Background: an optimization exercise with open tools, aiming at small area and a short achievable clock period. Do not read the settings as production practice.

run 1:
==> flow/design.v <==
`timescale 1ns/1ps
module bk_add #(parameter W = 18) (
    input  wire [W-1:0] a,
    input  wire [W-1:0] b,
    input  wire         ci,
    output wire [W-1:0] s
);
    reg [W-1:0] p, G, P;
    integer l, j;
    always @* begin
        p = a ^ b;
        G = a & b;
        P = p;
        G[0] = G[0] | (p[0] & ci);
        for (l = 1; (1 << l) <= 2 * W; l = l + 1)
            for (j = (1 << l) - 1; j < W; j = j + (1 << l)) begin
                G[j] = G[j] | (P[j] & G[j - (1 << (l - 1))]);
                P[j] = P[j] & P[j - (1 << (l - 1))];
            end
        for (l = 6; l > 0; l = l - 1)
            for (j = (1 << l) + (1 << (l - 1)) - 1; j < W; j = j + (1 << l)) begin
                G[j] = G[j] | (P[j] & G[j - (1 << (l - 1))]);
                P[j] = P[j] & P[j - (1 << (l - 1))];
            end
    end
    assign s = p ^ {G[W-2:0], ci};
endmodule
module cordic_sqrt_pipelined(
    input  wire clk,
    input  wire rst_n,
    input  wire start,
    input  wire signed [17:0] x_in,
    input  wire signed [17:0] y_in,
    output reg  signed [17:0] sqrt_out,
    output reg  done
);
    localparam N = 12;
    localparam LAT = N + 4;    
    reg signed [17:0] xr [0:N];
    reg signed [17:0] yr [0:N-1];
    always @(posedge clk) begin
        xr[0] <= x_in[17] ? -x_in : x_in;
        yr[0] <= y_in[17] ? -y_in : y_in;
    end
    genvar i;
    generate
        for (i = 0; i < N; i = i + 1) begin : st
            wire signed [17:0] x = xr[i];
            wire signed [17:0] y = yr[i];
            wire neg = y[17];
            wire signed [17:0] ys = y >>> i;
            wire signed [17:0] xs = x >>> i;
            wire [17:0] xn, yn;
            bk_add #(18) ax (.a(x), .b(ys ^ {18{neg}}), .ci(neg), .s(xn));
            always @(posedge clk) xr[i+1] <= xn;
            if (i < N - 1) begin : yu
                bk_add #(18) ay (.a(y), .b(xs ^ {18{~neg}}), .ci(~neg), .s(yn));
                always @(posedge clk) yr[i+1] <= yn;
            end
        end
    endgenerate
    wire signed [17:0] raw = xr[N];
    wire [17:0] o1 = raw >>> 1;
    wire [17:0] o2 = raw >>> 3;
    wire [17:0] o3 = ~(raw >>> 6);
    wire [17:0] o4 = ~(raw >>> 9);
    wire [17:0] c1s = o1 ^ o2 ^ o3;
    wire [17:0] c1c = (o1 & o2) | (o1 & o3) | (o2 & o3);
    wire [17:0] r2b = {c1c[16:0], 1'b0};
    wire [17:0] c2s = c1s ^ r2b ^ o4;
    wire [17:0] c2c = (c1s & r2b) | (c1s & o4) | (r2b & o4);
    reg  [17:0] ps_r, pc_r;
    always @(posedge clk) begin
        ps_r <= c2s;
        pc_r <= {c2c[16:0], 1'b1};
    end
    wire [17:0] s_w;
    bk_add #(18) as_ (.a(ps_r), .b(pc_r), .ci(1'b1), .s(s_w));
    reg  [17:0] s_r;
    wire [5:0] t6 = s_r[17:12];
    wire [6:0] nt7 = -{t6[5], t6};                       
    wire [17:0] nt = {{11{nt7[6]}}, nt7};
    wire [17:0] nh = ~{{9{s_r[17]}}, s_r[17:9]};         
    wire dm = ~s_r[17] & (s_r[8:5] == 4'b0000) & (s_r[4:0] < s_r[16:12]);
    wire dp =  s_r[17] & (s_r[8:5] == 4'b1111) & (s_r[4:0] >= s_r[16:12]);
    wire [17:0] f1s = s_r ^ nt ^ nh;
    wire [17:0] f1c = (s_r & nt) | (s_r & nh) | (nt & nh);
    wire [17:0] f_w;
    bk_add #(18) af (.a(f1s), .b({f1c[16:0], ~dp}), .ci(dm), .s(f_w));
    always @(posedge clk) begin
        s_r <= s_w;
        sqrt_out <= f_w;
    end
    reg [LAT-2:0] vld;
    always @(posedge clk or negedge rst_n) begin
        if (!rst_n) begin
            vld <= 0;
            done <= 1'b0;
        end else begin
            vld <= {vld[LAT-3:0], start};
            done <= vld[LAT-2];
        end
    end
endmodule
clock: 7.3 ns
lec_check: 0
abc_area: 1
cap_margin: 20
core_margin: 2
core_utilization: 60
cts_cluster_diameter: 100
cts_cluster_size: 24
setup_slack_margin: 4.65
slew_margin: 20
tns_end_percent: 0
standard.sh (not shown) runs the stock make flow with config.mk's settings and CLKGATE_MAP_FILE= SYNTH_SCRIPT=/design/flow/synth_recipe.tcl, a recipe that flattens the netlist after the stock synthesis.
==> flow/flow/run.sh <==
#!/bin/bash
# Standard layout with two changes:
#  - full adders are left to abc as plain gates (sky130 fa cells are added to
#    DONT_USE_CELLS; the platform's own list is repeated, since this replaces it);
#  - port buffers are buf_2 cells rather than the delay cells buffer_ports
#    picks by default.
# Output goes to standard.log.
DU=" sky130_fd_sc_hd__probe_p_8 sky130_fd_sc_hd__probec_p_8 sky130_fd_sc_hd__lpflow_bleeder_1 sky130_fd_sc_hd__lpflow_clkbufkapwr_1 sky130_fd_sc_hd__lpflow_clkbufkapwr_16 sky130_fd_sc_hd__lpflow_clkbufkapwr_2 sky130_fd_sc_hd__lpflow_clkbufkapwr_4 sky130_fd_sc_hd__lpflow_clkbufkapwr_8 sky130_fd_sc_hd__lpflow_clkinvkapwr_1 sky130_fd_sc_hd__lpflow_clkinvkapwr_16 sky130_fd_sc_hd__lpflow_clkinvkapwr_2 sky130_fd_sc_hd__lpflow_clkinvkapwr_4 sky130_fd_sc_hd__lpflow_clkinvkapwr_8 sky130_fd_sc_hd__lpflow_decapkapwr_12 sky130_fd_sc_hd__lpflow_decapkapwr_3 sky130_fd_sc_hd__lpflow_decapkapwr_4 sky130_fd_sc_hd__lpflow_decapkapwr_6 sky130_fd_sc_hd__lpflow_decapkapwr_8 sky130_fd_sc_hd__lpflow_inputiso0n_1 sky130_fd_sc_hd__lpflow_inputiso0p_1 sky130_fd_sc_hd__lpflow_inputiso1n_1 sky130_fd_sc_hd__lpflow_inputiso1p_1 sky130_fd_sc_hd__lpflow_inputisolatch_1 sky130_fd_sc_hd__lpflow_isobufsrc_1 sky130_fd_sc_hd__lpflow_isobufsrc_16 sky130_fd_sc_hd__lpflow_isobufsrc_2 sky130_fd_sc_hd__lpflow_isobufsrc_4 sky130_fd_sc_hd__lpflow_isobufsrc_8 sky130_fd_sc_hd__lpflow_isobufsrckapwr_16 sky130_fd_sc_hd__lpflow_lsbuf_lh_hl_isowell_tap_1 sky130_fd_sc_hd__lpflow_lsbuf_lh_hl_isowell_tap_2 sky130_fd_sc_hd__lpflow_lsbuf_lh_hl_isowell_tap_4 sky130_fd_sc_hd__lpflow_lsbuf_lh_isowell_4 sky130_fd_sc_hd__lpflow_lsbuf_lh_isowell_tap_1 sky130_fd_sc_hd__lpflow_lsbuf_lh_isowell_tap_2 sky130_fd_sc_hd__lpflow_lsbuf_lh_isowell_tap_4 #  sky130_fd_sc_hd__fa_1 sky130_fd_sc_hd__fa_2 sky130_fd_sc_hd__fa_4"
export BUFFER_PORTS_ARGS="-buffer_cell sky130_fd_sc_hd__buf_2"
bash standard.sh "DONT_USE_CELLS=$DU" "BUFFER_PORTS_ARGS=$BUFFER_PORTS_ARGS" finish > standard.log 2>&1
Changes in run 2 relative to run 1:
--- a/flow/design.v
+++ b/flow/design.v
@@ -70,26 +70,23 @@
     wire [17:0] c2s = c1s ^ r2b ^ o4;
     wire [17:0] c2c = (c1s & r2b) | (c1s & o4) | (r2b & o4);
-    reg  [17:0] ps_r, pc_r;
+    wire [9:0] lo_w = {1'b0, c2s[8:0]} + {1'b0, c2c[7:0], 1'b1} + 10'd1;
+    reg  [8:0] slo_r, psh_r, pch_r;
+    reg        c9_r;
     always @(posedge clk) begin
-        ps_r <= c2s;
-        pc_r <= {c2c[16:0], 1'b1};
+        slo_r <= lo_w[8:0];
+        c9_r  <= lo_w[9];
+        psh_r <= c2s[17:9];
+        pch_r <= c2c[16:8];
     end
-    wire [17:0] s_w;
-    bk_add #(18) as_ (.a(ps_r), .b(pc_r), .ci(1'b1), .s(s_w));
-    reg  [17:0] s_r;
-    wire [5:0] t6 = s_r[17:12];
-    wire [6:0] nt7 = -{t6[5], t6};                       
-    wire [17:0] nt = {{11{nt7[6]}}, nt7};
-    wire [17:0] nh = ~{{9{s_r[17]}}, s_r[17:9]};         
-    wire dm = ~s_r[17] & (s_r[8:5] == 4'b0000) & (s_r[4:0] < s_r[16:12]);
-    wire dp =  s_r[17] & (s_r[8:5] == 4'b1111) & (s_r[4:0] >= s_r[16:12]);
-    wire [17:0] f1s = s_r ^ nt ^ nh;
-    wire [17:0] f1c = (s_r & nt) | (s_r & nh) | (nt & nh);
+    wire [8:0] shi_w;
+    bk_add #(9) as_ (.a(psh_r), .b(pch_r), .ci(c9_r), .s(shi_w));
+    wire [17:0] s_w = {shi_w, slo_r};
+    wire [17:0] m_w;
+    bk_add #(18) am (.a(s_w), .b(~{{12{s_w[17]}}, s_w[17:12]}), .ci(1'b1), .s(m_w));
+    reg  [17:0] m_r;
+    always @(posedge clk) m_r <= m_w;
     wire [17:0] f_w;
-    bk_add #(18) af (.a(f1s), .b({f1c[16:0], ~dp}), .ci(dm), .s(f_w));
-    always @(posedge clk) begin
-        s_r <= s_w;
-        sqrt_out <= f_w;
-    end
+    bk_add #(18) af (.a(m_r), .b(~{{9{m_r[17]}}, m_r[17:9]}), .ci(1'b1), .s(f_w));
+    always @(posedge clk) sqrt_out <= f_w;
     reg [LAT-2:0] vld;
     always @(posedge clk or negedge rst_n) begin
Findings:
[run 2 vs run 1] post-route worst setup slack: lower in run 2. | via count of the first global-routing pass | lower: run 1 |. Weighted congestion at the end of routability-driven global placement: run 2 < run 1. Going from run 1 to run 2, fraction of area in registers shrinks by 0.47 points. Run 2 vs run 1: die area down slightly. Of run 2 and run 1, the lower number of cells produced by synthesis belongs to run 1. The startpoint of the worst setup timing path comes out psh_r[0] in one run and s_r[16] in the other, namely in run 2 and run 1 respectively. In run 2, the core utilization came out 0.20 points above the value in run 1. Taking run 1 as the reference, in run 2 die extent in x dropped 0.30%; number of failing hold endpoints at the final stage barely changed; half-perimeter wire length after detailed placement dropped about 1.3%.
Function was not checked in any run of this note: the RTL went through the layout flow alone.

-- re-timing with driven ports --
In the flow no input, the clock included, has a driving cell. The finished layouts below were timed again as built, in two steps. Step 1: set_driving_cell puts a clkbuf_16 on clk and a buf_2 on each other input, an assumption about the parent block. Step 2 times the ports against the registers' clock, not the clock port: input delays grow and output delays shrink by t, the midpoint of the rising clock arrivals with the driver on. a / b / c = ideal ports / drivers / drivers and shift; a / b = the first two.
| run | t (ns) | setup WS [ns] | worst data-port slew with drivers (ns) |
|---|---|---|---|
| run 1 | 0.632 | 4.047 / 4.047 / 4.047 | 0.03 |
| run 2 | 0.630 | 3.813 / 3.813 / 3.813 | 0.04 |
After both steps every run listed still meets setup and hold.
